This is an optimization exercise on Yosys and OpenROAD, whose aim is small area and a short achievable clock period, not a production implementation.
Function was not checked in any run shown here: the RTL went through the layout flow alone.

==> flow/design.v, too long to show whole: its modules and the start of the top module <==
// module Correlation_32: 1726 lines
// module corr32_fa: 4 lines
// module corr32_maj: 3 lines
// module corr32_aoi: 3 lines
// module corr32_oai: 3 lines
// module corr32_nand2: 3 lines
// module corr32_nand3: 3 lines
// module corr32_nand4: 3 lines
// module corr32_ha: 4 lines
module Correlation_32(
    input [31:0] Num_1,
    input [31:0] Num_2,
    input [31:0] Num_3,
    input [31:0] Num_4,
    input [31:0] Num_5,
    input [31:0] Num_6,
    input [31:0] Num_7,
    input [31:0] Num_8,
    input [31:0] Num_9,
    input [31:0] Num_10,
    input [31:0] Num_11,
    input [31:0] Num_12,
    input [31:0] Num_13,
    input [31:0] Num_14,
    input [31:0] Num_15,
    input [31:0] Num_16,
    input [31:0] Target_Num,
    input Clock,
    input Reset,
    output reg [3:0] Out_4
    );
  // ...
==> flow/flow/run.sh <==
#!/bin/bash
# Standard ORFS layout (the standard.sh), with the port buffers made from the
# smallest buffer cell, and timing repair aiming for 32.5 ns of setup slack.
set -euo pipefail
export BUFFER_PORTS_ARGS="-buffer_cell sky130_fd_sc_hd__buf_1"
export SETUP_SLACK_MARGIN=32.5
bash standard.sh > standard.log 2>&1
==> flow/standard.sh <==
#!/bin/bash
# synth_recipe.tcl (not shown) runs the flow's synth.tcl, then flattens the netlist and writes it again
# the make line also repeats each setting of config.mk as NAME=value (left out here)
make -C /OpenROAD-flow-scripts/flow DESIGN_CONFIG=/design/flow/config.mk WORK_HOME=/design/flow/orfs CLKGATE_MAP_FILE= SYNTH_SCRIPT=/design/flow/synth_recipe.tcl "${@:-finish}"
==> flow/config.mk <==
export PLATFORM = sky130hd
export DESIGN_NAME = Correlation_32
export DESIGN_NICKNAME = Correlation_32
export VERILOG_FILES = /design/flow/design.v
export SDC_FILE = /design/flow/constraint.sdc
export NUM_CORES = 4
export LEC_CHECK = 0
export CAP_MARGIN = 20
export CORE_MARGIN = 2
export CORE_UTILIZATION = 60
export CTS_BUF_LIST = sky130_fd_sc_hd__clkbuf_2
export SLEW_MARGIN = 20
export SYNTH_HIERARCHICAL = 1
export SYNTH_MINIMUM_KEEP_SIZE = 0
==> flow/constraint.sdc <==
create_clock -name core_clock -period 50.0 [get_ports {Clock}]
set_input_delay 10.0000 -clock core_clock [delete_from_list [all_inputs] [get_ports {Clock}]]
set_output_delay 10.0000 -clock core_clock [all_outputs]
set_load 0.01 [all_outputs]
==> results by group, run 1 <==
Cells and area
  – Largest reg by FF count: Out_4
  – Commonest non-fill, non-tap cells in the layout: buf_1 (517), xor2_1 (509), fa_1 (416)
  – Seq area share: 0.500%
  – Fraction of area in multi-input gates: approximately 84%

Placed design
  – Dpl cells: about 2.4k
  – Area post-placement: 19,900 sq um

Global routing
  – M2 GR Usage: 71.1%
  – Largest net degree at the start of global routing: 17
  – Grt peak-use layer: met2
  – Vias in the first global route: roughly 16k

STA
  – FMAX: roughly 58 MHz
  – Final Setup Violations: 0
  – RSZ-0062 raised after global routing: no

Status
  – Run status: no timing/DRC/antenna violations

Logic synthesis
  – Post-Syn Area: 17,700 sq um
  – Commonest cells post-synth: xor2_1 (512), fa_1 (416), maj3_2 (156), nand4_1 (120), inv_1 (97)
  – XOR/XNOR Fraction of Synth Area: between 20% and 30%
  – Yosys top cell by area: fa_1
  – Synth area leaders: fa_1 (47%), xor2_1 (25%), maj3_2 (9.9%)
  – FF+latch count, synth: 4
  – Largest family of logic cells by synthesized area: adder cells
  – Post-Synthesis Net Count: 2,578

Die
  – Die X: around 180 microns
  – IO Count: 550

CTS
  – Htree depth: 1
  – Post-CTS sizing: 0

Detailed routing
  – Initial DRC Count: 1,125
  – Vias: about 15k
  – Met2 Wirelength: approximately 31,000 microns

Setup path
  – Most Frequent Cell on Critical Path: fa_1

Worst hold path
  – Min-Delay Path Class: primary input to asynchronous set/reset pin
==> inputs of run 2 (changes only) <==
==> flow/flow/run.sh (replaced) <==
#!/bin/bash
# Standard ORFS layout (the standard.sh), with the port buffers made from the
# smallest buffer cell, and timing repair aiming for 32.8 ns of setup slack.
set -euo pipefail
export BUFFER_PORTS_ARGS="-buffer_cell sky130_fd_sc_hd__buf_1"
export SETUP_SLACK_MARGIN=32.8
bash standard.sh > standard.log 2>&1
==> results by group, run 2 <==
Status
  – Run status: no timing/DRC/antenna violations

Logic synthesis
  – Seq/Total Area, Yosys: less than 1%
  – Mean area per synthesized cell: 11.5 sq um
  – FF+latch count, synth: 4 (unchanged)
  – Yosys top cell area share: about 47%
  – Commonest cells post-synth: xor2_1 (512), fa_1 (416), maj3_2 (156), nand4_1 (120), inv_1 (97)
  – Synth Flop Type: dfrtp_1
  – Count leader, synth: xor2_1
  – Post-Syn Area: 17,700 sq um (unchanged)
  – Async set-or-reset flop fraction in the synthesized netlist: between 90% and 100%
  – EDFF count, synth: 0
  – Synth unique cells: 21
  – Yosys top cell by area: fa_1
  – Synth area leaders: fa_1 (47%), xor2_1 (25%), maj3_2 (9.9%)
  – Syn Inst Count: about 1.5k
  – YS warnings: 7
  – Post-Synthesis Net Count: 2,578 (unchanged)

STA
  – RSZ-0062 raised after global routing: no
  – Hold slack final: a little under 10 ns
  – Final Worst Setup Slack: about 33 ns
  – Fin crit period: 17.05 ns
  – Slew Viols, Final: 0
  – Final Setup Violations: 0 (unchanged)
  – Least-Margin Pin Slew: between 0.9 and 1 ns
  – FMAX: 58.7 MHz (+1.5%)
  – Final hold vios: 0
  – Worst slew margin: 36.2%
  – Tcrit/Tclk final: between 30% and 40%
  – Setup TNS: 0 ns

Cells and area
  – Fill cells: ~2.2k
  – Layout Utilization: about 70%
  – Largest reg by FF count: Out_4
  – Commonest non-fill, non-tap cells in the layout: buf_1 (517), xor2_1 (508), fa_1 (416)
  – Max reg flops: 4
  – Top Registers: Out_4: 4 flops
  – Seq. cell area: 100 sq um
  – Share of cells above drive strength 1: between 10% and 20%
  – Area Growth Syn to Fin: 13.6%
  – Final Net Count: between 3k and 4k
  – Leading cell type in the layout, fill and taps excluded: buf_1
  – Area occupied by multi-input gates: between 15,000 and 20,000 sq um

Global routing
  – Initial antenna violation count: 4
  – GR Util met1: around 50%
  – GRT Util Overall: roughly 44%
  – Vias in the first global route: 16.4k (+0.58%)
  – First-pass GRT wire length: just under 100,000 microns
  – Largest net degree at the start of global routing: 17 (unchanged)
  – Total grt overflow: 0
  – Grt peak-use layer: met2
  – M3 GR Usage: approximately 11%
  – M2 GR Usage: 71.2% (about the same)

Placed design
  – Post-DP HPWL: 54,300 microns
  – Place WS: about 32 ns
  – Port-buffer cells: 549
  – Gpl congestion: 0.994

CTS
  – Clock Sinks: 4
  – Htree depth: 1 (unchanged)
  – CTS Buffer Depth: 2
  – TritonCTS buffer count: 3
  – Root Buffer: clkbuf_2
  – CTS clock-pin slew for the worst setup and hold paths: approximately 0.050 ns
  – CTS tree: built

Detailed routing
  – Vias: 14.5k (+0.18%)
  – Final wirelength: between 60,000 and 70,000 microns
  – Antenna Violating Nets Remaining: 0
  – Initial DRC Count: 1,179 (+4.8%)
  – DRC errors left: 0
  – DR pass1 iterations: 5
  – DR WL/cell: between 20 and 30 microns
  – Vias per cell: between 6 and 7

Setup path
  – Worst path required time: 50.08 ns
  – Worst Setup End Kind: flop
  – Worst-path maximum fanout: 16
  – CP Data Arrival Time: 17.13 ns
  – WS Path Type: primary input to flop
  – Setup crit start kind: primary input

Die
  – Row count: just over 60
  – Die area: around 31,000 sq um
  – Starting Density: between 60% and 70%
  – IO Count: 550 (unchanged)
  – Core area: 28,900 sq um
  – Die H: about 180 microns
  – Die X: 176 microns (unchanged)

Worst hold path
  – Min-Delay Path Class: primary input to asynchronous set/reset pin

Run
  – Max_cap viols: 0
[run 2: cell counts after synthesis]
Identical to the previous run, type by type.
[run 2: critical path, cell delays in order]
cell	delay, ns
buf_2	0.71
xor2_1	0.39
fa_1	0.53
fa_1	0.50
ha_1	0.21
fa_1	0.38
fa_1	0.39
fa_1	0.45
ha_1	0.42
inv_1	0.07
maj3_2	0.31
maj3_2	0.31
maj3_2	0.38
inv_1	0.22
nand4_1	0.13
nand4_1	0.25
nand2b_1	0.11
maj3_2	0.32
maj3_2	0.30
mux2_4	0.28
nand2_1	0.09
o22ai_1	0.10
a221o_1	0.27
[run 2: metal layers]
layer,routed length (microns),vias to the layer above
met4,5800,0
li1,-,5951
met2,31700,1102
met1,22400,7206
met5,0,-
met3,6950,284
[run 2: kinds of logic after synthesis]
group	synth area share [%]
mux	0.564
buf+inv	4.18
simple gates	6.66
flops	0.564
fa+ha+maj	62.5
compound gates	0.226
xor+xnor	25.3
[run 2: layout make-up]
class                           instances  share of cell area, %
Clock buffer                            3                 0.0745
Tap cell                              384                   2.39
Multi-Input combinational cell       1371                   84.0
Sequential cell                         4                  0.497
Inverter                               97                   1.81
Timing Repair Buffer                  549                   11.2
Antenna cell                            4                 0.0497
[run 2: worst max path at each step]
stage                              start            endpoint  slack (ns)  depth (start not counted)
after floorplan           Target_Num[13]  Out_4[0]$_DFF_PP0_       33.21                         24
after global placement    Target_Num[10]  Out_4[1]$_DFF_PP0_       32.43                         24
after detailed placement  Target_Num[10]  Out_4[1]$_DFF_PP0_       32.32                         24
after CTS                 Target_Num[10]  Out_4[1]$_DFF_PP0_       32.80                         24
after global routing       Target_Num[3]  Out_4[1]$_DFF_PP0_       32.80                         22
final                      Target_Num[9]  Out_4[1]$_DFF_PP0_       32.95                         23
[run 2: metrics by stage]
step | cell area [sq um] | cells
after floorplan | 17700 | 1536
after detailed placement | 19900 | 2405
after global routing | 20100 | 2412
after CTS | 20000 | 2408
after global placement | 19900 | 2405
final | 20100 | 2412
[run 2: timing repair]
item                                    4_1_cts  5_1_grt
hold buffers                                  0        0
pin swaps                                     0        2
hold endpoints to repair                      0        0
gates resized for setup                      26       64
cloned                                        0        0
setup buffers                                 0        0
endpoints found under the setup margin        4        4
[run 2: modules after synthesis (local to each module, per instance)]
| module | cell area, sq um | flops+latches |
|---|---|---|
| Correlation_32 | 5790 | 4 |
| corr32_ha | 12.5 | 0 |
| corr32_maj | 11.3 | 0 |
| corr32_nand3 | 5.00 | 0 |
| corr32_nand2 | 3.75 | 0 |
| corr32_nand4 | 6.26 | 0 |
| corr32_fa | 20.0 | 0 |

## afterwards: timing with drivers on the ports
The flow's constraints put no driver on any port. The routed layouts listed below were extracted and timed again, unchanged, in two steps. Step 1, drivers: a clkbuf_16 drives Clock and a buf_2 each remaining input, both assumed. Step 2 also shifts input and output timing later by t, the mid clock arrival at the registers, as if the neighbouring blocks saw the same clock. a / b / c = no drivers / after step 1 / after step 2; a / b = the first two.
| run | t (ns) | setup slack, ns | hold slack, ns | worst data-port slew with drivers (ns) |
|---|---|---|---|---|
| run 1 | 0.234 | 32.703 / 32.709 / 32.474 | 9.676 / 9.670 / 9.904 | 0.12 |
| run 2 | 0.233 | 32.950 / 32.947 / 32.714 | 9.674 / 9.668 / 9.901 | 0.13 |
After both steps every run listed still meets setup and hold. For run 2, which loses most, drivers alone change the setup slack by -0.003 ns; drivers and shift together by -0.236 ns.
